This design comes from an exercise in tuning for small area on the open sky130 flow, not from production work.
For this run, only the layout was checked, not whether the RTL still works.
No activity file was given, so power comes from the tool's default toggle rates.

$ cat flow/run.sh
#!/bin/bash
# synth_recipe.tcl (not shown) runs the flow's synth.tcl, then flattens the netlist and writes it again
# the make line also repeats each setting of config.mk as NAME=value (left out here)
make -C /OpenROAD-flow-scripts/flow DESIGN_CONFIG=/design/flow/config.mk WORK_HOME=/design/flow/orfs CLKGATE_MAP_FILE= SYNTH_SCRIPT=/design/flow/synth_recipe.tcl finish
$ cat flow/constraint.sdc
create_clock -name core_clock -period 10.0 [get_ports {clk8}]
set_input_delay 2.0000 -clock core_clock [delete_from_list [all_inputs] [get_ports {clk8}]]
set_output_delay 2.0000 -clock core_clock [all_outputs]
set_load 0.01 [all_outputs]
$ cat flow/design.v
module init_lites (
   input             clk8,
   input             reset8,
   input             frame_busy,
   input      [3:0]  cmd_inst,
   input      [27:0] cmd_data,
   input      [7:0]  sizeplus1,
   output reg        init_done,
   output reg [25:0] init_data,
   output reg        init_go
);
   localparam INITINIT  = 3'd0;
   localparam STARTINIT = 3'd1;
   localparam LOOPINIT  = 3'd2;
   localparam INCINIT   = 3'd3;
   localparam DONEINIT  = 3'd4;
   localparam ENDINIT   = 3'd5;
   reg [2:0] initsm;
   reg [5:0] low_addr;
   always @(posedge clk8) begin
      if (reset8) begin
         init_done <= 1'b0;
         init_data <= 26'd0;
         init_go   <= 1'b0;
         low_addr  <= 6'd0;
         initsm    <= INITINIT;
      end else begin
         case (initsm)
            INITINIT: begin
               init_done <= 1'b0;
               init_data <= 26'd0;
               init_go   <= 1'b0;
               low_addr  <= 6'd0;
               initsm    <= STARTINIT;  
            end
            STARTINIT: begin
               init_data <= {low_addr, 20'd0};
               init_go   <= 1'b1;
               if (frame_busy)
                  initsm <= LOOPINIT;
            end
            LOOPINIT: begin
               init_go <= 1'b0;
               if (!frame_busy && low_addr == sizeplus1[5:0])
                  initsm <= DONEINIT;
               else if (!frame_busy)  
                  initsm <= INCINIT;
            end
            INCINIT: begin
               low_addr <= low_addr + 6'd1;
               initsm   <= STARTINIT;
            end
            DONEINIT: begin
               init_done <= 1'b1;
               initsm    <= ENDINIT;
            end
            ENDINIT: begin  
               init_done <= 1'b0;
               init_data <= 26'd0;
               init_go   <= 1'b0;
               low_addr  <= 6'd0;
               if (cmd_inst == 4'h0)  
                  initsm <= INITINIT;
            end
            default:
               initsm <= INITINIT;
         endcase
      end
   end
endmodule
module pause (
   input             clk8,
   input             reset8,
   input             ce1,
   input      [3:0]  cmd_inst,
   input      [27:0] cmd_data,
   output reg        pause_done
);
   localparam INIT  = 2'd0;
   localparam DELAY = 2'd1;
   localparam START = 2'd2;
   localparam DONE  = 2'd3;
   reg [1:0]  pausesm;
   reg        cnt5en;
   reg        cnt5done;
   reg [8:0]  cnt5ms;
   reg [7:0]  cnt_main;
   reg        calc_randnum;
   reg [11:0] random;
   wire       feedback = ~(random[10] ^ random[9]);
   always @(posedge clk8) begin
      if (reset8) begin
         cnt_main     <= 8'h00;
         pause_done   <= 1'b0;
         cnt5en       <= 1'b0;
         calc_randnum <= 1'b0;
         pausesm      <= INIT;
      end else begin
         case (pausesm)
            INIT: begin
               pause_done <= 1'b0;
               if (cmd_inst == 4'h1) begin
                  pausesm <= DELAY;
                  if (cmd_data[27:20] == 8'h00) begin
                     cnt_main     <= {2'b00, random[5:0]};
                     calc_randnum <= 1'b1;
                  end else
                     cnt_main <= cmd_data[27:20];
               end
            end
            DELAY: begin
               calc_randnum <= 1'b0;
               if (cnt_main == 8'h00)
                  pausesm <= DONE;  
               else if (!cnt5done)
                  cnt5en <= 1'b1;
               else begin
                  cnt5en  <= 1'b0;
                  pausesm <= START;
               end
            end
            START: begin
               cnt_main <= cnt_main - 8'd1;
               pausesm  <= DELAY;  
            end
            DONE: begin
               pause_done <= 1'b1;
               pausesm    <= INIT;
            end
         endcase
      end
   end
   always @(posedge clk8) begin
      if (reset8) begin
         cnt5ms   <= 9'd0;
         cnt5done <= 1'b0;
      end else begin
         cnt5done <= 1'b0;
         if (ce1 && cnt5en) begin
            if (cnt5ms == 9'h1FF) begin
               cnt5ms   <= 9'd0;
               cnt5done <= 1'b1;
            end else
               cnt5ms <= cnt5ms + 9'd1;
         end
      end
   end
   always @(posedge clk8) begin
      if (reset8)
         random <= 12'h563;  
      else if (calc_randnum)
         random <= {random[10:0], feedback};
   end
endmodule
module star_sw (
   input            clk8,
   input            ce1,
   input            reset8,
   input            psh_butt,
   output     [1:0] disp_addr,
   output reg       chng_disp
);
   localparam INIT   = 2'd0;
   localparam S_HI   = 2'd1;
   localparam S_CHNG = 2'd2;
   localparam S_LO   = 2'd3;
   reg [1:0]  mainsm;
   reg        cnt_en;
   reg [1:0]  addr;
   reg        done_cnt;
   reg [14:0] low_cnt;
   assign disp_addr = addr;
   always @(posedge clk8) begin
      if (reset8) begin
         cnt_en    <= 1'b0;
         chng_disp <= 1'b0;
         addr      <= 2'b00;
         mainsm    <= INIT;
      end else begin
         case (mainsm)
            INIT: begin
               cnt_en    <= 1'b0;
               chng_disp <= 1'b0;
               if (psh_butt)
                  mainsm <= S_HI;
            end
            S_HI: begin
               if (psh_butt)
                  mainsm <= S_CHNG;
               else
                  mainsm <= INIT;
            end
            S_CHNG: begin
               addr      <= addr + 2'd1;
               chng_disp <= 1'b1;
               mainsm    <= S_LO;
            end
            S_LO: begin
               if (done_cnt)
                  mainsm <= INIT;
               cnt_en <= 1'b1;
            end
         endcase
      end
   end
   always @(posedge clk8) begin
      if (reset8) begin
         low_cnt  <= 15'd0;
         done_cnt <= 1'b0;
      end else begin
         if (cnt_en && !psh_butt) begin
            if (ce1)
               low_cnt <= low_cnt + 15'd1;
         end else
            low_cnt <= 15'd0;
         done_cnt <= low_cnt[14];
      end
   end
endmodule
module chase (
   input            clk8,
   input            reset8,
   input      [3:0] cmd_inst,
   input     [27:0] cmd_data,
   input            prog_busy,
   input            fading,
   output     [5:0] offset,
   output     [7:0] neo_size,
   output     [7:0] sizeplus1,
   output           chase_done
);
   localparam [7:0] TOTAL_LITES  = 8'd24;
   localparam [7:0] TOTAL_MINUS1 = 8'd23;
   localparam INIT  = 2'd0;
   localparam JUMP  = 2'd1;
   localparam START = 2'd2;
   localparam DONE  = 2'd3;
   reg [1:0] chasesm;
   reg       cnt_up;
   reg       cnt_clear;
   reg       cnt_en;
   reg       jump_en;
   reg       ch_done;
   reg [7:0] count;
   reg [7:0] step;
   reg [7:0] size;
   reg [7:0] leap;
   assign offset     = count[5:0];
   assign sizeplus1  = TOTAL_LITES;
   assign neo_size   = TOTAL_MINUS1;
   assign chase_done = ch_done;
   always @(posedge clk8) begin
      if (reset8) begin
         jump_en   <= 1'b0;
         cnt_en    <= 1'b0;
         ch_done   <= 1'b0;
         cnt_up    <= 1'b1;
         cnt_clear <= 1'b1;
         chasesm   <= INIT;
      end else begin
         case (chasesm)
            INIT: begin
               ch_done   <= 1'b0;
               cnt_up    <= cmd_data[12];
               cnt_clear <= cmd_data[13];
               if (cmd_inst == 4'h5)
                  chasesm <= JUMP;
            end
            JUMP: begin
               jump_en <= 1'b1;
               chasesm <= START;
            end
            START: begin
               jump_en <= 1'b0;
               cnt_en  <= 1'b1;
               chasesm <= DONE;
            end
            DONE: begin
               cnt_en  <= 1'b0;
               ch_done <= 1'b1;
               chasesm <= INIT;
            end
         endcase
      end
   end
   always @(posedge clk8) begin
      if (!reset8 && chasesm == INIT)
         step <= cmd_data[27:20];
   end
   always @(posedge clk8) begin
      if (reset8 || prog_busy) begin
         size <= 8'h00;
         leap <= 8'h00;
      end else if (jump_en) begin
         if (step == 8'h00) begin
            size <= 8'h01;
            leap <= count + 8'd1;
         end else begin
            size <= step;
            leap <= count + step;
         end
      end
   end
   always @(posedge clk8) begin
      if (reset8 || prog_busy)
         count <= 8'h00;
      else if (cnt_en) begin
         if (cnt_clear)
            count <= 8'h00;
         else if (fading)
            count <= count;
         else if (cnt_up) begin
            if (leap > TOTAL_MINUS1)
               count <= leap - TOTAL_LITES;
            else
               count <= leap;
         end else begin
            if (count >= size)
               count <= count - size;
            else
               count <= TOTAL_LITES - leap;
         end
      end
   end
endmodule
module rainbow (
   input             clk8,
   input             reset8,
   input      [3:0]  cmd_inst,
   input      [27:0] cmd_data,
   input             prog_busy,
   output            rbow_en,
   output     [11:0] rbow_data,
   output reg        rbow_done
);
   localparam INIT  = 2'd0;
   localparam START = 2'd1;
   localparam DONE  = 2'd2;
   localparam [3:0] cnt_max = 4'hE;
   localparam [3:0] cnt_min = 4'h1;
   reg [1:0] rbowsm;
   reg       cnt_on;
   reg       cnt_en;
   reg       main_en;
   reg       red_en, grn_en, blu_en;
   reg       red_en_lat, grn_en_lat, blu_en_lat;
   reg       red_cnt_up, grn_cnt_up, blu_cnt_up;
   reg [3:0] red_cnt, grn_cnt, blu_cnt;
   assign rbow_en   = main_en;
   assign rbow_data = {blu_cnt, grn_cnt, red_cnt};
   always @(posedge clk8 or posedge reset8) begin
      if (reset8) begin
         cnt_en    <= 1'b0;
         main_en   <= 1'b0;
         cnt_on    <= 1'b0;
         rbow_done <= 1'b0;
         rbowsm    <= INIT;
      end else begin
         case (rbowsm)
            INIT: begin
               rbow_done <= 1'b0;
               cnt_on    <= cmd_data[12];
               if (cmd_inst == 4'hB)
                  rbowsm <= START;
               if (prog_busy)
                  main_en <= 1'b0;
            end
            START: begin
               main_en <= cnt_on;
               cnt_en  <= 1'b1;
               rbowsm  <= DONE;
            end
            DONE: begin
               cnt_en    <= 1'b0;
               rbow_done <= 1'b1;
               rbowsm    <= INIT;
            end
            default:
               rbowsm <= INIT;
         endcase
      end
   end
   always @(posedge clk8 or posedge reset8) begin
      if (reset8) begin
         red_cnt    <= 4'hF;
         red_cnt_up <= 1'b0;
         red_en_lat <= 1'b1;
         grn_en     <= 1'b1;
      end else if (!main_en || prog_busy) begin
         red_cnt    <= 4'hF;
         red_cnt_up <= 1'b0;
         red_en_lat <= 1'b1;
         grn_en     <= 1'b1;
      end else if (cnt_en && (red_en || red_en_lat)) begin
         if (red_cnt >= cnt_max)
            red_cnt_up <= 1'b0;
         else if (red_cnt <= cnt_min)
            red_cnt_up <= 1'b1;
         if (red_cnt_up)
            red_cnt <= red_cnt + 4'd1;
         else
            red_cnt <= red_cnt - 4'd1;
         if (red_en)
            red_en_lat <= 1'b1;
         else if (red_cnt == 4'h1 && !red_cnt_up)
            red_en_lat <= 1'b0;
         grn_en <= (red_cnt == cnt_max && red_cnt_up);
      end
   end
   always @(posedge clk8 or posedge reset8) begin
      if (reset8) begin
         grn_cnt    <= 4'h0;
         grn_cnt_up <= 1'b1;
         grn_en_lat <= 1'b0;
         blu_en     <= 1'b0;
      end else if (!main_en || prog_busy) begin
         grn_cnt    <= 4'h0;
         grn_cnt_up <= 1'b1;
         grn_en_lat <= 1'b0;
         blu_en     <= 1'b0;
      end else if (cnt_en && (grn_en || grn_en_lat)) begin
         if (grn_cnt >= cnt_max)
            grn_cnt_up <= 1'b0;
         else if (grn_cnt <= cnt_min)
            grn_cnt_up <= 1'b1;
         if (grn_cnt_up)
            grn_cnt <= grn_cnt + 4'd1;
         else
            grn_cnt <= grn_cnt - 4'd1;
         if (grn_en)
            grn_en_lat <= 1'b1;
         else if (grn_cnt == 4'h1 && !grn_cnt_up)
            grn_en_lat <= 1'b0;
         blu_en <= (grn_cnt == cnt_max && grn_cnt_up);
      end
   end
   always @(posedge clk8 or posedge reset8) begin
      if (reset8) begin
         blu_cnt    <= 4'h0;
         blu_cnt_up <= 1'b1;
         blu_en_lat <= 1'b0;
         red_en     <= 1'b0;
      end else if (!main_en || prog_busy) begin
         blu_cnt    <= 4'h0;
         blu_cnt_up <= 1'b1;
         blu_en_lat <= 1'b0;
         red_en     <= 1'b0;
      end else if (cnt_en && (blu_en || blu_en_lat)) begin
         if (blu_cnt >= cnt_max)
            blu_cnt_up <= 1'b0;
         else if (blu_cnt <= cnt_min)
            blu_cnt_up <= 1'b1;
         if (blu_cnt_up)
            blu_cnt <= blu_cnt + 4'd1;
         else
            blu_cnt <= blu_cnt - 4'd1;
         if (blu_en)
            blu_en_lat <= 1'b1;
         else if (blu_cnt == 4'h1 && !blu_cnt_up)
            blu_en_lat <= 1'b0;
         red_en <= (blu_cnt == cnt_max && blu_cnt_up);
      end
   end
endmodule
module fade (
   input             clk8,
   input             reset8,
   input      [3:0]  cmd_inst,
   input      [27:0] cmd_data,
   input             prog_busy,
   output reg        fading,
   output            fade_en,
   output     [7:0]  fade_data,
   output reg        fade_done
);
   localparam INIT  = 2'd0;
   localparam START = 2'd1;
   localparam DONE  = 2'd2;
   reg [1:0] fadesm;
   reg       cnt_on;
   reg       cnt_up;
   reg       cnt_updly;
   reg       cnt_en;
   reg       cnt_dly;
   reg       main_en;
   reg [7:0] count;
   reg [1:0] cnt_by;
   reg [1:0] cnt_lolim;
   reg [1:0] cnt_uplim;
   reg [7:0] incr2;
   reg [7:0] loestlim;
   reg [7:0] lolim;
   reg [7:0] uplim;
   reg [7:0] cnt_max;
   reg [7:0] cnt_min;
   assign fade_en   = main_en;
   assign fade_data = count;
   always @(posedge clk8 or posedge reset8) begin
      if (reset8) begin
         cnt_en    <= 1'b0;
         main_en   <= 1'b0;
         cnt_on    <= 1'b0;
         fade_done <= 1'b0;
         fadesm    <= INIT;
         cnt_by    <= 2'b00;
         cnt_uplim <= 2'b00;
         cnt_lolim <= 2'b00;
      end else begin
         case (fadesm)
            INIT: begin
               fade_done <= 1'b0;
               cnt_on    <= cmd_data[12];
               cnt_by    <= cmd_data[21:20];
               cnt_uplim <= cmd_data[23:22];
               cnt_lolim <= cmd_data[25:24];
               if (cmd_inst == 4'h7)
                  fadesm <= START;
               if (prog_busy)
                  main_en <= 1'b0;
            end
            START: begin
               main_en <= cnt_on;
               cnt_en  <= 1'b1;
               fadesm  <= DONE;
            end
            DONE: begin
               cnt_en    <= 1'b0;
               fade_done <= 1'b1;
               fadesm    <= INIT;
            end
            default:
               fadesm <= INIT;
         endcase
      end
   end
   always @(posedge clk8 or posedge reset8) begin
      if (reset8) begin
         count     <= 8'h00;
         cnt_up    <= 1'b1;
         cnt_updly <= 1'b1;
      end else begin
         cnt_updly <= cnt_up;
         if (!main_en || prog_busy || (incr2 != cnt_min)) begin
            count  <= 8'h00;
            cnt_up <= 1'b1;
         end else if (cnt_en) begin
            if (count >= cnt_max)
               cnt_up <= 1'b0;
            else if (count <= cnt_min || count <= lolim)
               cnt_up <= 1'b1;
            if (cnt_up)
               count <= count + incr2;
            else
               count <= count - incr2;
         end
      end
   end
   always @(posedge clk8 or posedge reset8) begin
      if (reset8)
         fading <= 1'b0;
      else if (!main_en || prog_busy || count == loestlim || (!cnt_updly && cnt_up))
         fading <= 1'b0;
      else
         fading <= 1'b1;
   end
   always @(posedge clk8 or posedge reset8) begin
      if (reset8)
         uplim <= 8'hC0;
      else if (cnt_en) begin
         case (cnt_uplim)
            2'b00: uplim <= 8'hC0;
            2'b01: uplim <= 8'h80;
            2'b10: uplim <= 8'h60;
            2'b11: uplim <= 8'h40;
         endcase
      end
   end
   always @(posedge clk8 or posedge reset8) begin
      if (reset8) begin
         incr2   <= 8'h01;
         cnt_max <= 8'hBF;
         cnt_min <= 8'h01;
      end else if (cnt_en) begin
         case (cnt_by)
            2'b00: incr2 <= 8'h01;
            2'b01: incr2 <= 8'h02;
            2'b10: incr2 <= 8'h04;
            2'b11: incr2 <= 8'h08;
         endcase
         cnt_max <= uplim - incr2;
         cnt_min <= incr2;
      end
   end
   always @(posedge clk8 or posedge reset8) begin
      if (reset8) begin
         lolim    <= 8'h01;
         loestlim <= 8'h00;
      end else begin
         if (cnt_en) begin
            case (cnt_lolim)
               2'b00: lolim <= 8'h01;
               2'b01: lolim <= 8'h04;
               2'b10: lolim <= 8'h08;
               2'b11: lolim <= 8'h10;
            endcase
         end
         if (cnt_dly)
            loestlim <= lolim - incr2;
      end
   end
   always @(posedge clk8) begin
      if (!reset8)
         cnt_dly <= cnt_en;
   end
endmodule
module set_lites (
   input             clk8,
   input             reset8,
   input             frame_busy,
   input      [3:0]  cmd_inst,
   input      [27:0] cmd_data,
   input      [5:0]  offset,
   input      [7:0]  sizeplus1,
   input             fade_en,
   input      [7:0]  fade_data,
   input             fading,
   input             rbow_en,
   input      [11:0] rbow_data,
   output            set_done,
   output     [25:0] set_data,
   output reg        set_go
);
   localparam S_INIT    = 4'd0;
   localparam S_START   = 4'd1;
   localparam S_ADDRLIM = 4'd2;
   localparam S_NUM     = 4'd3;
   localparam S_DLY1    = 4'd4;
   localparam S_COLOR   = 4'd5;
   localparam S_DLY2    = 4'd6;
   localparam S_SEL     = 4'd7;
   localparam S_GO      = 4'd8;
   localparam S_WAIT    = 4'd9;
   localparam S_END     = 4'd10;
   localparam P_INIT  = 2'd0;
   localparam P_WE    = 2'd1;
   localparam P_PAUSE = 2'd2;
   localparam P_MEM   = 2'd3;
   reg [3:0]  setsm;
   reg [7:0]  address;
   reg [7:0]  addrsum;
   wire [7:0] offset_int = {2'b00, offset};
   reg [5:0]  rand_addr;
   reg [7:0]  briteness;
   reg [11:0] color_lat;
   reg        set_path;
   reg [11:0] color;
   reg        calc_randnum;
   reg        calc_color;
   reg        calc_sel;
   reg        calc_addr;
   reg        addr64;
   reg        col_done;
   reg        random_en;
   reg [11:0] random;
   reg [11:0] nx_color;
   wire       feedback = ~(random[10] ^ random[9]);
   reg [1:0]  palsm;
   reg [3:0]  pal_addr;
   reg [11:0] pal_out;
   reg [11:0] pal_color;
   reg        pal_done;
   reg        pal_we;
   reg [191:0] palette;
   assign set_data[25:20] = addr64 ? rand_addr : addrsum[5:0];
   assign set_data[19:12] = fade_en ? fade_data : briteness;
   assign set_data[11:0]  = rbow_en ? rbow_data : (set_path ? color_lat : color);
   assign set_done = col_done | pal_done;
   always @(posedge clk8 or posedge reset8) begin
      if (reset8) begin
         col_done     <= 1'b0;
         set_go       <= 1'b0;
         address      <= 8'd0;
         briteness    <= 8'd0;
         color_lat    <= 12'd0;
         set_path     <= 1'b0;
         addrsum      <= 8'd0;
         calc_randnum <= 1'b0;
         calc_color   <= 1'b0;
         calc_sel     <= 1'b0;
         calc_addr    <= 1'b0;
         addr64       <= 1'b0;
         setsm        <= S_INIT;
      end else begin
         case (setsm)
            S_INIT: begin
               col_done  <= 1'b0;
               set_go    <= 1'b0;
               addr64    <= cmd_data[26];
               address   <= {2'b00, cmd_data[25:20]};
               briteness <= cmd_data[19:12];
               color_lat <= cmd_data[11:0];
               if (cmd_inst == 4'h3) begin
                  set_path <= 1'b0;
                  setsm    <= S_START;
               end else if (cmd_inst == 4'h4) begin
                  set_path <= 1'b1;  
                  setsm    <= S_START;
               end
            end
            S_START: begin
               addrsum <= address + offset_int;  
               setsm   <= S_ADDRLIM;
            end
            S_ADDRLIM: begin
               if (!set_path && (color_lat[0] || addr64))
                  setsm <= S_NUM;  
               else if (!set_path && !color_lat[0])
                  setsm <= S_SEL;  
               else
                  setsm <= S_GO;   
               if (addrsum >= sizeplus1)
                  addrsum <= addrsum - sizeplus1;
            end
            S_NUM: begin
               if (random_en)
                  calc_randnum <= 1'b1;
               setsm <= S_DLY1;
            end
            S_DLY1: begin
               calc_randnum <= 1'b0;
               setsm        <= S_COLOR;
            end
            S_COLOR: begin
               calc_color <= 1'b1;
               setsm      <= S_DLY2;
            end
            S_DLY2: begin
               calc_color <= 1'b0;
               setsm      <= S_SEL;
            end
            S_SEL: begin
               if (color_lat[0])
                  calc_sel <= 1'b1;
               if (addr64)
                  calc_addr <= 1'b1;
               setsm <= S_GO;
            end
            S_GO: begin
               calc_sel  <= 1'b0;
               calc_addr <= 1'b0;
               set_go    <= 1'b1;
               if (frame_busy)
                  setsm <= S_WAIT;
            end
            S_WAIT: begin
               set_go <= 1'b0;
               if (!frame_busy)
                  setsm <= S_END;
            end
            S_END: begin
               col_done <= 1'b1;
               setsm    <= S_INIT;
            end
            default:
               setsm <= S_INIT;
         endcase
      end
   end
   always @(posedge clk8 or posedge reset8) begin
      if (reset8)
         random_en <= 1'b1;
      else if (!fade_en)
         random_en <= 1'b1;  
      else if (calc_randnum)
         random_en <= 1'b0;  
      else if (!fading)
         random_en <= 1'b1;
      else
         random_en <= 1'b0;
   end
   always @(posedge clk8 or posedge reset8) begin
      if (reset8)
         random <= 12'h563;  
      else if (calc_randnum)
         random <= {random[10:0], feedback};
   end
   always @(posedge clk8 or posedge reset8) begin
      if (reset8)
         nx_color <= 12'h37C;
      else if (calc_color)
         nx_color <= pal_out;
   end
   always @(posedge clk8 or posedge reset8) begin
      if (reset8)
         color <= 12'd0;
      else if (calc_sel)
         color <= nx_color;  
   end
   always @(posedge clk8 or posedge reset8) begin
      if (reset8)
         rand_addr <= 6'd0;
      else if (calc_addr) begin
         if (random[9:4] <= sizeplus1[5:0])
            rand_addr <= random[9:4];
         else if (!random[6])
            rand_addr <= {3'b000, random[11:9]};
         else if (!random[5])
            rand_addr <= {3'b010, random[11:9]};
         else
            rand_addr <= {3'b001, random[11:9]};
      end
   end
   always @(posedge clk8 or posedge reset8) begin
      if (reset8) begin
         pal_done  <= 1'b0;
         pal_addr  <= 4'd0;
         pal_color <= 12'd0;
         pal_we    <= 1'b0;
         palsm     <= P_INIT;
      end else begin
         case (palsm)
            P_INIT: begin
               pal_done  <= 1'b0;
               pal_addr  <= cmd_data[23:20];
               pal_color <= cmd_data[11:0];
               pal_we    <= 1'b0;
               if (cmd_inst == 4'h9)
                  palsm <= P_WE;
            end
            P_WE: begin
               pal_we <= 1'b1;
               palsm  <= P_PAUSE;
            end
            P_PAUSE: begin
               pal_we <= 1'b0;
               palsm  <= P_MEM;
            end
            P_MEM: begin
               pal_done <= 1'b1;
               palsm    <= P_INIT;
            end
         endcase
      end
   end
   localparam [191:0] PAL_INIT = {
      12'hF0C, 12'hF00, 12'h33F, 12'hCCC, 12'h0F0, 12'h0CF, 12'h03F, 12'h00F,
      12'hF0C, 12'hF00, 12'hCF0, 12'h3F0, 12'h0F0, 12'h0CF, 12'h03F, 12'h00F};
   always @(posedge clk8 or posedge reset8) begin
      if (reset8) begin
         pal_out <= 12'd0;
         palette <= PAL_INIT;
      end else begin
         pal_out <= palette[random[3:0]*12 +: 12];
         if (pal_we)
            palette[pal_addr*12 +: 12] <= pal_color;
      end
   end
endmodule
module L2RnR2L(clk8,reset8,frame_busy,cmd_inst,cmd_data,neo_size,sizeplus1,
   l2r_data,l2r_done,l2r_go);
   input clk8;
   input reset8;
   input frame_busy;
   input [3:0] cmd_inst;
   input [27:0] cmd_data;
   input [7:0] neo_size;
   input [7:0] sizeplus1;
   output l2r_done;
   output [25:0] l2r_data;
   output l2r_go;
   reg l2r_done;
   reg [25:0] l2r_data;
   reg l2r_go;
   reg [25:0] data_buf;
   reg [3:0] rite_blu;
   reg [3:0] rite_grn;
   reg [3:0] rite_red;
   reg [3:0] left_blu;
   reg [3:0] left_grn;
   reg [3:0] left_red;
   reg [4:0] mix_blu_int;
   reg [4:0] mix_grn_int;
   reg [4:0] mix_red_int;
   reg [3:0] nx_rite_blu;
   reg [3:0] nx_rite_grn;
   reg [3:0] nx_rite_red;
   reg [3:0] nx_left_blu;
   reg [3:0] nx_left_grn;
   reg [3:0] nx_left_red;
   reg [3:0] mix_blu;
   reg [3:0] mix_grn;
   reg [3:0] mix_red;
   wire [3:0] nx_mix_blu;
   wire [3:0] nx_mix_grn;
   wire [3:0] nx_mix_red;
   reg [2:0] num_lites;
   reg [4:0] address;
   reg [11:0] random;
   reg [3:0] mainsm;
   reg calc_start;
   reg calc_addr;
   reg calc_lim;
   reg do_compare;
   reg sel_color;
   reg [3:0] iteraysm;
   reg [4:0] num_lite_less1;
   reg [4:0] inner_rite_lite;
   reg [4:0] inner_rite_lim;
   reg [4:0] iteray;
   reg iteray_up;
   reg iteray_en;
   reg iteray_done;
   reg [2:0] colorsm;
   reg calc_randnum;
   reg calc_color;
   reg calc_mix;
   wire feedback = random[10] ~^ random[9];  
   reg [4:0] left_addr_lo;
   reg [4:0] left_addr_hi;
   reg [4:0] rite_addr_lo;
   reg [4:0] rite_addr_hi;
   reg left_cmp_lo;
   reg left_cmp_hi;
   reg rite_cmp_lo;
   reg rite_cmp_hi;
   reg [1:0] cmp;
   wire [1:0] cmp_int;
	reg [7:0] brite;	 
	reg [7:0] briter;	 
   localparam black = 4'h0;
   localparam s_init  = 4'b0000;
   localparam s_start = 4'b0001;
   localparam s_addr  = 4'b0011;
   localparam s_lim   = 4'b0010;
   localparam s_cmp   = 4'b0110;
   localparam s_color = 4'b0111;
   localparam s_go    = 4'b0101;
   localparam s_busy  = 4'b0100;
   localparam s_done  = 4'b1100;
   localparam s_cmd   = 4'b1001;
   localparam i_init  = 4'b0000;
   localparam i_start = 4'b0001;
   localparam i_addr  = 4'b0011;
   localparam i_loop  = 4'b0111;
   localparam i_iter  = 4'b1111;
   localparam i_next  = 4'b1011;
   localparam i_pause = 4'b0110;
   localparam c_init  = 3'b000;
   localparam c_num   = 3'b001;
   localparam c_color = 3'b011;
   localparam c_mix   = 3'b010;
   localparam c_wait  = 3'b110;
   localparam zero  = 2'b00;
   localparam seven = 2'b01;
   localparam eight = 2'b10;
   localparam fs    = 2'b11;
   localparam cmp_black = 2'b00;
   localparam cmp_rite  = 2'b01;
   localparam cmp_left  = 2'b10;
   localparam cmp_mix   = 2'b11;
   always @ (posedge clk8 or posedge reset8)
   begin
      if (reset8)
         begin
            l2r_done   <= 1'b0;
            l2r_go     <= 1'b0;
            num_lites  <= 3'b000;
				brite		  <= 8'h08;
            calc_start <= 1'b0;
            calc_addr  <= 1'b0;
            calc_lim   <= 1'b0;
            do_compare <= 1'b0;
            sel_color  <= 1'b0;
            mainsm     <= s_init;
         end
      else
         case (mainsm)
            s_init:
               begin
                  num_lites <= cmd_data[22:20];
						brite 	 <= cmd_data[19:12];
                  if (cmd_inst == 4'h6)
                     mainsm <= s_start;
               end
            s_start:
               begin
                  calc_start <= 1'b1;  
                  mainsm     <= s_addr;
               end
            s_addr:
               begin
                  calc_start <= 1'b0;
                  mainsm     <= s_lim;
               end
            s_lim:
               begin
                  calc_lim   <= 1'b1;
                  mainsm     <= s_cmp;
               end
            s_cmp:
               begin
                  calc_lim   <= 1'b0;
                  do_compare <= 1'b1;
                  mainsm     <= s_color;
               end
            s_color:
               begin
                  do_compare <= 1'b0;
                  sel_color  <= 1'b1;
                  mainsm     <= s_go;
               end
            s_go:
               begin
                  sel_color  <= 1'b0;
                  l2r_go     <= 1'b1;
                  if (frame_busy == 1)
                     mainsm <= s_busy;
               end
            s_busy:
               begin
                  l2r_go <= 1'b0;
                  if (frame_busy == 0)
                     mainsm <= s_done;
               end
            s_done:
               begin
                  calc_addr <= 1'b1;
                  l2r_done  <= 1'b1;
                  mainsm    <= s_cmd;
               end
            s_cmd:
               begin
                  calc_addr <= 1'b0;
                  l2r_done  <= 1'b0;
                  num_lites <= cmd_data[22:20];
						brite 	 <= cmd_data[19:12];
                  if (cmd_inst == 4'h6)
                     mainsm <= s_start;
               end
            default:
               begin
                  l2r_go <= 1'b0;
                  mainsm <= s_cmd;
               end
         endcase
   end
   always @ (posedge clk8 or posedge reset8)
   begin
      if (reset8)
         address <= 5'b00000;
      else
         if (calc_addr)
            begin
               if (address == neo_size[4:0])  
                  address <= 5'b00000;  
               else
                  address <= address + 1'b1;
            end
   end
   always @ (posedge clk8 or posedge reset8)
   begin
      if (reset8)
         begin
            left_addr_lo <= 5'b00000;
            left_addr_hi <= 5'b00000;
            rite_addr_lo <= 5'b00000;
            rite_addr_hi <= 5'b00000;
         end
      else
         if (calc_lim)
            begin
               left_addr_lo <= iteray;
               left_addr_hi <= num_lites + iteray;  
               rite_addr_lo <= inner_rite_lim - iteray;  
               rite_addr_hi <= neo_size[4:0] - iteray;  
            end
   end
   always @ (posedge clk8 or posedge reset8)
   begin
      if (reset8)
         begin
            left_cmp_lo <= 1'b0;
            left_cmp_hi <= 1'b0;
            rite_cmp_lo <= 1'b0;
            rite_cmp_hi <= 1'b0;
         end
      else
         if (do_compare)
            begin
               begin
                  if (address >= left_addr_lo)
                     left_cmp_lo <= 1'b1;
                  else
                     left_cmp_lo <= 1'b0;
               end
               begin
                  if (address <= left_addr_hi)
                     left_cmp_hi <= 1'b1;
                  else
                     left_cmp_hi <= 1'b0;
               end
               begin
                  if (address >= rite_addr_lo)
                     rite_cmp_lo <= 1'b1;
                  else
                     rite_cmp_lo <= 1'b0;
               end
               begin
                  if (address <= rite_addr_hi)
                     rite_cmp_hi <= 1'b1;
                  else
                     rite_cmp_hi <= 1'b0;
               end
            end
   end
   assign cmp_int = {left_cmp_lo & left_cmp_hi, rite_cmp_lo & rite_cmp_hi};
   always @ (cmp_int)
   begin
      cmp <= cmp_int;
   end
	always @ (posedge clk8 or posedge reset8)
   begin
      if (reset8)
         briter <= 8'h0C; 
		else
			begin
				if (calc_start)
					briter <= brite + {1'b0, brite[7:1]};
			end
	end
   always @ (posedge clk8 or posedge reset8)
   begin
      if (reset8)
         begin
            num_lite_less1  <= 5'b00000;
            inner_rite_lite <= 5'b00000;
            inner_rite_lim  <= 5'b00000;
            iteray_en       <= 1'b0;
            iteray_done     <= 1'b0;
            iteraysm        <= i_init;
         end
      else
         case (iteraysm)
            i_init:
               begin
                  iteray_en       <= 1'b0;
                  iteray_done     <= 1'b0;
                  if (sel_color)
                     iteraysm     <= i_start;
               end
            i_start:
               begin
                  num_lite_less1  <= num_lites - 3'b001;
                  inner_rite_lite <= sizeplus1[4:0] - num_lites; 
                  inner_rite_lim  <= neo_size[4:0] - num_lites; 
                  iteraysm        <= i_addr;
               end
            i_addr:
               begin
                  if (address[4:3] == 2'b01)
                     iteraysm <= i_loop;
               end
            i_loop:
               begin
                  if (iteray_up == 1'b0 && iteray == 5'b00000)
                     iteraysm <= i_pause;  
                  else
                     iteraysm <= i_iter;  
               end
            i_iter:
               begin
                  iteray_en <= 1'b1;
                  iteraysm  <= i_next;
               end
            i_next:
               begin
                  iteray_en <= 1'b0;
                  if (address[4] == 1'b1)
                     iteraysm <= i_addr;  
               end
            i_pause:
               begin
                  iteray_done <= 1'b1;
                  if (address == neo_size[4:0] && calc_addr == 1'b1)
                     iteraysm <= i_init;  
               end
            default:
               begin
                  iteraysm <= i_init;
               end
         endcase
   end
   always @ (posedge clk8 or posedge reset8)
   begin
      if (reset8)
         begin
            iteray    <= 5'b00000;
            iteray_up <= 1'b1;
         end
      else
         begin
            begin
               if (iteray_en == 1'b1 && iteray == inner_rite_lite)
                  iteray_up <= 1'b0;
               else if (iteray_done == 1'b1)
                  iteray_up <= 1'b1;
            end
            if (iteray_en)
               begin
                  if (iteray_up == 1'b1 && iteray < inner_rite_lite)
                     iteray <= iteray + 1'b1;
                  else
                     iteray <= iteray - 1'b1;
               end
         end
   end
   always @ (posedge clk8 or posedge reset8)
   begin
      if (reset8)
         begin
            calc_randnum <= 1'b0;
            calc_color   <= 1'b0;
            calc_mix     <= 1'b0;
            colorsm      <= c_init;
         end
      else
         case (colorsm)
            c_init:
               begin
                  calc_randnum <= 1'b0;
                  calc_color   <= 1'b0;
                  calc_mix     <= 1'b0;
                  if (address[4] == 1'b1)
                     colorsm <= c_num;
               end
            c_num:
               begin
                  calc_randnum <= 1'b1;
                  colorsm      <= c_color;
               end
            c_color:
               begin
                  calc_randnum <= 1'b0;
                  calc_color   <= 1'b1;
                  colorsm      <= c_mix;
               end
            c_mix:
               begin
                  calc_color   <= 1'b0;
                  calc_mix     <= 1'b1;
                  colorsm      <= c_wait;
               end
            c_wait:
               begin
                  calc_mix     <= 1'b0;
                  if (address[4] == 1'b0)
                     colorsm <= c_init;
               end
            default:
               colorsm <= c_init;
         endcase
   end
   always @ (posedge clk8 or posedge reset8)
   begin
      if (reset8)
         random <= 12'h563;  
      else
         begin
            if (calc_randnum)
               random <= {random[10:0], feedback};  
         end
   end
   always @ (posedge clk8 or posedge reset8)
   begin
      if (reset8)
         begin
            nx_rite_blu <= 4'h0;
            nx_rite_grn <= 4'h0;
            nx_rite_red <= 4'h0;
            nx_left_blu <= 4'h0;
            nx_left_grn <= 4'h0;
            nx_left_red <= 4'h0;
         end
      else
         begin
            if (calc_color)
               begin
                  case (random[11:10])
                     3'b00:
                        begin
                           nx_rite_blu <= 4'h0;
                           nx_rite_grn <= 4'h0;
                           nx_rite_red <= 4'hF;
                           nx_left_blu <= 4'h0;
                           nx_left_grn <= 4'h8;
                           nx_left_red <= 4'h0;
                        end
                     3'b01:
                        begin
                           nx_rite_blu <= 4'h0;
                           nx_rite_grn <= 4'h0;
                           nx_rite_red <= 4'hF;
                           nx_left_blu <= 4'h8; 
                           nx_left_grn <= 4'h0;
                           nx_left_red <= 4'h0;
                        end
                     3'b10:
                        begin
                           nx_rite_blu <= 4'h8;
                           nx_rite_grn <= 4'h0;
                           nx_rite_red <= 4'hF;
                           nx_left_blu <= 4'h0;
                           nx_left_grn <= 4'h8;
                           nx_left_red <= 4'hF;
                        end
                     3'b11:
                        begin
                           nx_rite_blu <= 4'h0;
                           nx_rite_grn <= 4'hF;
                           nx_rite_red <= 4'h0;
                           nx_left_blu <= 4'h8;
                           nx_left_grn <= 4'h0;
                           nx_left_red <= 4'h0;
                        end
                  endcase
               end
         end
   end
   always @ (posedge clk8 or posedge reset8)
   begin
      if (reset8)
         begin
            mix_blu_int <= 5'b00000;
            mix_grn_int <= 5'b00000;
            mix_red_int <= 5'b00000;
         end
      else
         if (calc_mix)
            begin
               mix_blu_int <= nx_rite_blu + nx_left_blu;
               mix_grn_int <= nx_rite_grn + nx_left_grn;
               mix_red_int <= nx_rite_red + nx_left_red;
            end
   end
   assign nx_mix_blu = mix_blu_int[4] ? 4'hF : mix_blu_int[3:0];
   assign nx_mix_grn = mix_grn_int[4] ? 4'hF : mix_grn_int[3:0];
   assign nx_mix_red = mix_red_int[4] ? 4'hF : mix_red_int[3:0];
   always @ (posedge clk8 or posedge reset8)
   begin
      if (reset8)
         begin
            rite_blu <= 4'h0;
            rite_grn <= 4'hF;
            rite_red <= 4'h0;
            left_blu <= 4'h0;
            left_grn <= 4'h0;
            left_red <= 4'hF;
            mix_blu  <= 4'h0;
            mix_grn  <= 4'hF;
            mix_red  <= 4'hF;
         end
      else
         begin
            if (iteray_done == 1'b1)
               begin
                  rite_blu <= nx_rite_blu;
                  rite_grn <= nx_rite_grn;
                  rite_red <= nx_rite_red;
                  left_blu <= nx_left_blu;
                  left_grn <= nx_left_grn;
                  left_red <= nx_left_red;
                  mix_blu  <= nx_mix_blu;
                  mix_grn  <= nx_mix_grn;
                  mix_red  <= nx_mix_red;
               end
         end
   end  
   always @ (posedge clk8 or posedge reset8)
   begin
      if (reset8)
         begin
            l2r_data <= 26'h0000000;
         end
      else
         begin
            if (sel_color)
               begin
                  case (cmp)
                     cmp_black:
                        begin
                           l2r_data <= {1'b0, address, brite, black, black, black};
                        end
                     cmp_rite:
                        begin
                           l2r_data <= {1'b0, address, brite, rite_blu, rite_grn, rite_red};
                        end
                     cmp_left:
                        begin
                           l2r_data <= {1'b0, address, brite, left_blu, left_grn, left_red};
                        end
                     cmp_mix:
                        begin
                           l2r_data <= {1'b0, address, briter, mix_blu, mix_grn, mix_red};
                        end
                  endcase
               end
         end
   end
endmodule            
module tasks2do (
   input             clk8,
   input             reset8,
   input             ce1,
   input      [3:0]  cmd_inst,
   input      [27:0] cmd_data,
   input             timeout_done,
   input             prog_busy,
   input             frame_busy,
   input             neo_busy,
   input             disp_sel_n,
   output reg        frame_start,
   output reg [25:0] frame_data,
   output reg        shared_done,
   output     [7:0]  neo_size,
   output     [1:0]  disp_addr,
   output            chng_disp
);
   wire        init_done, init_go;
   wire [25:0] init_data;
   wire        set_done, set_go;
   wire [25:0] set_data;
   wire [5:0]  offset;
   wire        chase_done;
   wire        pause_done;
   wire        l2r_done, l2r_go;
   wire [25:0] l2r_data;
   wire        fading, fade_en, fade_done;
   wire [7:0]  fade_data;
   wire        rbow_en, rbow_done;
   wire [11:0] rbow_data;
   wire [7:0]  neo_size_int;
   wire [7:0]  sizeplus1;
   reg         f_start_int;
   reg  [7:0]  latch_start;
   wire dual_busy = frame_busy | neo_busy;
   wire psh_butt  = ~disp_sel_n;
   assign neo_size = neo_size_int;
   init_lites init_0 (
      .clk8(clk8), .reset8(reset8), .frame_busy(dual_busy),
      .cmd_inst(cmd_inst), .cmd_data(cmd_data), .sizeplus1(sizeplus1),
      .init_done(init_done), .init_data(init_data), .init_go(init_go));
   set_lites set_lites_0 (
      .clk8(clk8), .reset8(reset8), .frame_busy(dual_busy),
      .cmd_inst(cmd_inst), .cmd_data(cmd_data), .offset(offset),
      .sizeplus1(sizeplus1), .fade_en(fade_en), .fade_data(fade_data),
      .fading(fading), .rbow_en(rbow_en), .rbow_data(rbow_data),
      .set_done(set_done), .set_data(set_data), .set_go(set_go));
   chase chase_0 (
      .clk8(clk8), .reset8(reset8), .cmd_inst(cmd_inst), .cmd_data(cmd_data),
      .prog_busy(prog_busy), .fading(fading), .offset(offset),
      .neo_size(neo_size_int), .sizeplus1(sizeplus1), .chase_done(chase_done));
   pause pause_0 (
      .clk8(clk8), .reset8(reset8), .ce1(ce1), .cmd_inst(cmd_inst),
      .cmd_data(cmd_data), .pause_done(pause_done));
   L2RnR2L l2r_0 (
      .clk8(clk8), .reset8(reset8), .frame_busy(dual_busy),
      .cmd_inst(cmd_inst), .cmd_data(cmd_data), .neo_size(neo_size_int),
      .sizeplus1(sizeplus1), .l2r_done(l2r_done), .l2r_data(l2r_data),
      .l2r_go(l2r_go));
   fade fade_0 (
      .clk8(clk8), .reset8(reset8), .cmd_inst(cmd_inst), .cmd_data(cmd_data),
      .prog_busy(prog_busy), .fading(fading), .fade_en(fade_en),
      .fade_data(fade_data), .fade_done(fade_done));
   rainbow rainbow_0 (
      .clk8(clk8), .reset8(reset8), .cmd_inst(cmd_inst), .cmd_data(cmd_data),
      .prog_busy(prog_busy), .rbow_en(rbow_en), .rbow_data(rbow_data),
      .rbow_done(rbow_done));
   star_sw neo_sw_0 (
      .clk8(clk8), .ce1(ce1), .reset8(reset8), .psh_butt(psh_butt),
      .disp_addr(disp_addr), .chng_disp(chng_disp));
   always @(posedge clk8) begin
      if (reset8) begin
         frame_start <= 1'b0;
         f_start_int <= 1'b0;
         shared_done <= 1'b0;
         latch_start <= 8'd0;
      end else begin
         frame_start <= f_start_int;
         if (init_go || set_go || l2r_go) begin
            f_start_int <= 1'b1;
            latch_start <= {5'b00000, l2r_go, set_go, init_go};
         end else if (init_done || set_done || chase_done || pause_done ||
                      l2r_done || fade_done || timeout_done || rbow_done) begin
            shared_done <= 1'b1;
            latch_start <= 8'd0;
         end else begin
            f_start_int <= 1'b0;
            shared_done <= 1'b0;
         end
      end
   end
   always @(posedge clk8) begin
      if (reset8)
         frame_data <= 26'd0;
      else begin
         case (latch_start)
            8'b00000001: frame_data <= init_data;
            8'b00000010: frame_data <= set_data;
            8'b00000100: frame_data <= l2r_data;
            default:     frame_data <= 26'd0;
         endcase
      end
   end
endmodule
$ cat flow/config.mk
export PLATFORM = sky130hd
export DESIGN_NAME = tasks2do
export DESIGN_NICKNAME = tasks2do
export VERILOG_FILES = /design/flow/design.v
export SDC_FILE = /design/flow/constraint.sdc
export NUM_CORES = 4
export LEC_CHECK = 0
export CAP_MARGIN = 20
export CORE_MARGIN = 2
export CORE_UTILIZATION = 40
export SLEW_MARGIN = 20
==> flow_metrics.tcl <==
set metrics [dict create \
    layout.nets 3449 \
    synthTopCellsByCount "dfrtp_1, nor2_1, nand2_1, a21oi_1, inv_1" \
    grt_util_all_layers_pct 21.1 \
    dr.pass1.iters 5 \
    hold_buffers 0 \
    clock_power_share_pct 20.5 \
    cp_top_family "simple AND/OR/NAND/NOR gates" \
    p_sw_share_pct 43.9 \
    pwr-share-seq_pct 33.8 \
    clockBufferDepth 3 \
    overflow 0 \
    cp_num_buf_inv 2 \
    placementRows 107 \
    clk_pin_slew_ns 0.06 \
    grt_start_max_net_pins 176 \
    dp.cells 4316 \
    synth.most_common_cell "dfrtp_1" \
    avgSynthCellArea_um2 10.6 \
    clk_latency_ns 0.63 \
    fmax_ghz 0.182 \
    dp_worst_setup_slack_ns 4.60 \
    synth_top_area_cell "dfrtp_1" \
    cts_tree "built" \
    cts_setup_buffers 0 \
    slowest_delay_ns 0.91 \
    synthTopCellsByArea "dfrtp_1, dfstp_2, dfxtp_1" \
    gp_congestion 0.957 \
    slowest_stage "nor3b_1" \
    cts_buffers 75 \
    wirelength_um 93600 \
    worstPathMaxFanout 40 \
    pin_count 79 \
    maxSlewViolCount 0 \
    post-route-period-util_pct 55.0 \
    ys_seq_area_share_pct 48.1 \
    worst_setup_path_start_kind "register" \
    viasPerCell 5.64 \
    coreArea_um2 85000 \
    rsz0062_at_grt "false" \
    p_int_mw 8.09 \
    post-route-util_pct 45.5 \
    ant_nets 0 \
    clock-root-buffer "clkbuf_16" \
    cp_cell_sequence "buf_4 > inv_1 > ha_1 > nor3b_1 > o211a_1 > ha_1 > nor2_1 > o2111ai_1 > nor2_1 > nand2_1 > a22o_1" \
    path_class "reg2reg" \
    hold_class "reg2reg" \
    synth_ff_type "dfrtp_1" \
    ir_worst_vdd_mv 0.414 \
    p_leak_nw 16.1 \
    crit_arrival_ns 6.02 \
    cts.htree.levels 3 \
    tns_ns 0 \
    fin_cells 4458 \
    cts_sinks 678 \
    setup_ws_ns 4.50 \
    dieArea_um2 88100 \
    antenna_found_initial 4 \
    synth_warnings 9 \
    p_sw_mw 6.34 \
    die_w_um 297 \
    n_fill_cell 7951 \
    grt_first_pass_wirelength_um 146000 \
    area_growth_syn_to_layout_pct 12.8 \
    synth_cells 3250 \
    synthArstFlopShare_pct 78.6 \
    final.min_clock_period_ns 5.50 \
    io_buffers 70 \
    vias 25200 \
    drt_iter0_markers 2106 \
    drc 0 \
    synth.top_cell.area_share_pct 28.9 \
    avgRoutedWirePerCell_um 21.0 \
    syn-cell-area_um2 34300 \
    setup.worst_path.end_class "register" \
    cellPowerDensity_nw_per_um2 373 \
    drive_gt1_share_pct 16.2 \
    p_comb_share_pct 45.7 \
    worstPathRequired_ns 10.51 \
    hold_viol_final 0 \
    dp_hpwl_um 65900 \
    fp.dieH_um 297 \
    max-cap-violations 0 \
    slew-limit-headroom_pct 22.2 \
    yosysUniqueCellTypes 96 \
    grt_pass1_vias 24400 \
    ctsResizeCount 0 \
    yosys_register_bits 678 \
    synth-edff-count 9 \
    outcome "finished clean" \
    worstMarginPinSlew_ns 1.16 \
    start_util_pct 40.3 \
    skew_ns 0.0298 \
    holdWs_ns 0.432 \
    setup_viol 0 \
]
layer usage:
| metal | track usage (%) | up-vias | wire (um) |
|---|---|---|---|
| met5 | 0 | - | 27 |
| met4 | 7.95 | 4 | 3760 |
| met3 | 4.05 | 233 | 6130 |
| met2 | 33.0 | 808 | 42400 |
| met1 | 29.0 | 12400 | 41300 |
| li1 | - | 11700 | - |
state kept, by name, indices dropped and copies added (netlist names), 9 cells and up, named ones only:
name / flops
set_lites_0.pal_color: 12
neo_sw_0.low_cnt: 15
pause_0.random: 11
l2r_0.l2r_data: 20
set_lites_0.nx_color: 12
frame_data: 26
set_lites_0.color: 12
pause_0.cnt5ms: 9
set_lites_0.random: 12
l2r_0.random: 12
set_lites_0.color_lat: 12
set_lites_0.pal_out: 12
set_lites_0.palette: 192
cells in the final DEF (no fill, tap or decap), types with 12 or more instances in the layout:
| cell | count |
|---|---|
| nor2b_1 | 44 |
| o22ai_1 | 32 |
| inv_1 | 170 |
| xnor2_1 | 53 |
| dfstp_2 | 136 |
| xor2_1 | 38 |
| and3_1 | 12 |
| o21a_1 | 26 |
| or3_1 | 23 |
| o2bb2ai_1 | 53 |
| a22oi_1 | 24 |
| mux2i_1 | 97 |
| a21oi_1 | 191 |
| nand2_1 | 264 |
| nor2_1 | 287 |
| dfrtp_1 | 396 |
| clkdlybuf4s50_1 | 69 |
| nand3_1 | 60 |
| nand2b_1 | 24 |
| a32o_1 | 12 |
| dfxtp_1 | 136 |
| a22o_1 | 114 |
| buf_4 | 24 |
| o21ai_0 | 140 |
| mux4_2 | 60 |
| o211ai_1 | 15 |
| nor4_1 | 16 |
| nand4_1 | 28 |
| clkbuf_1 | 14 |
| ha_1 | 150 |
| a21o_1 | 31 |
| clkbuf_8 | 14 |
| a211oi_1 | 14 |
| nor3_1 | 51 |
| clkbuf_16 | 77 |
| mux2_2 | 137 |
metrics by stage:
step | total power, mW | instance area [um^2]
after floorplan | 9.07 | 34300
after global placement | 11.3 | 36000
after detailed placement | 11.3 | 36000
after CTS | 14.4 | 38700
after global routing | 15.2 | 38700
final | 14.4 | 38700
power groups by stage:
stage	Combinational (mW)	Sequential [mW]	Clock, mW
global placement	6.39	4.92	0
finish	6.59	4.89	2.96
floorplan	4.81	4.26	0
global route	7.06	5.02	3.14
detailed placement	6.44	4.91	0
CTS	6.46	4.88	3.02
path summary, 6_finish.rpt:
check	start	cells past startpoint	slack, ns	to
min in group asynchronous	reset8	2	1.56	fade_0.cnt_uplim[0]
worst max-delay path	set_lites_0.pal_addr[0]	11	4.50	set_lites_0.palette[175]
worst max register to register	set_lites_0.pal_addr[0]	11	4.50	set_lites_0.palette[175]
worst min-delay path	fade_0.cnt_up	0	0.43	fade_0.cnt_updly
worst min register to register	fade_0.cnt_up	0	0.43	fade_0.cnt_updly
max in group asynchronous	reset8	4	6.20	set_lites_0.palette[79]
cell families (layout without fill, tap and decap cells):
kind of cell,after synthesis,in the layout,share of synthesized area (%)
xor gates and xnor gates,95,95,2.47
muxes,298,298,11.4
DFF,678,678,48.1
AOI/OAI and AO/OA,785,785,15.9
and+or+nand+nor,882,882,12.1
other,2,9,0.0219
buffers and inverters,351,408,4.03
adders and majority gates,159,159,6.00
cell type report:
cell class              instances  area, um^2  share of cell area, %
multi-input cells            2227       16500                   42.7
flip-flops and latches        678       16500                   42.7
clock buffers                 105        2170                   5.61
well taps                    1144        1430                   3.70
repair buffers                 97         922                   2.38
inverters                     171         649                   1.68
clock inverters                35         500                   1.29
diodes                          1        2.50                0.00647

[what the ideal ports hide]
Ports are ideal in the flow. The routed layout listed here was re-timed in OpenROAD. Step 1 assumes that a clkbuf_16 drives the clock port and a buf_2 every other input. Step 2 moves the port delays by t, midway between the first and last clock arrival at a register: inputs arrive t later, outputs are due t later. That takes back most of the time a late clock gives input paths. Three values: no drivers, after step 1, after step 2; two values: the first two.
t, ns: 0.688
setup slack, ns: 4.495 / 4.495 / 4.495
hold WS [ns]: 0.432 / 0.432 / 0.432
worst setup path after step 2: register to register
worst slew at a driven data input, ns: 0.11
After both steps setup and hold are still met in this run. The setup slack of this run moves by 0.000 ns with the drivers and by 0.000 ns with both steps.
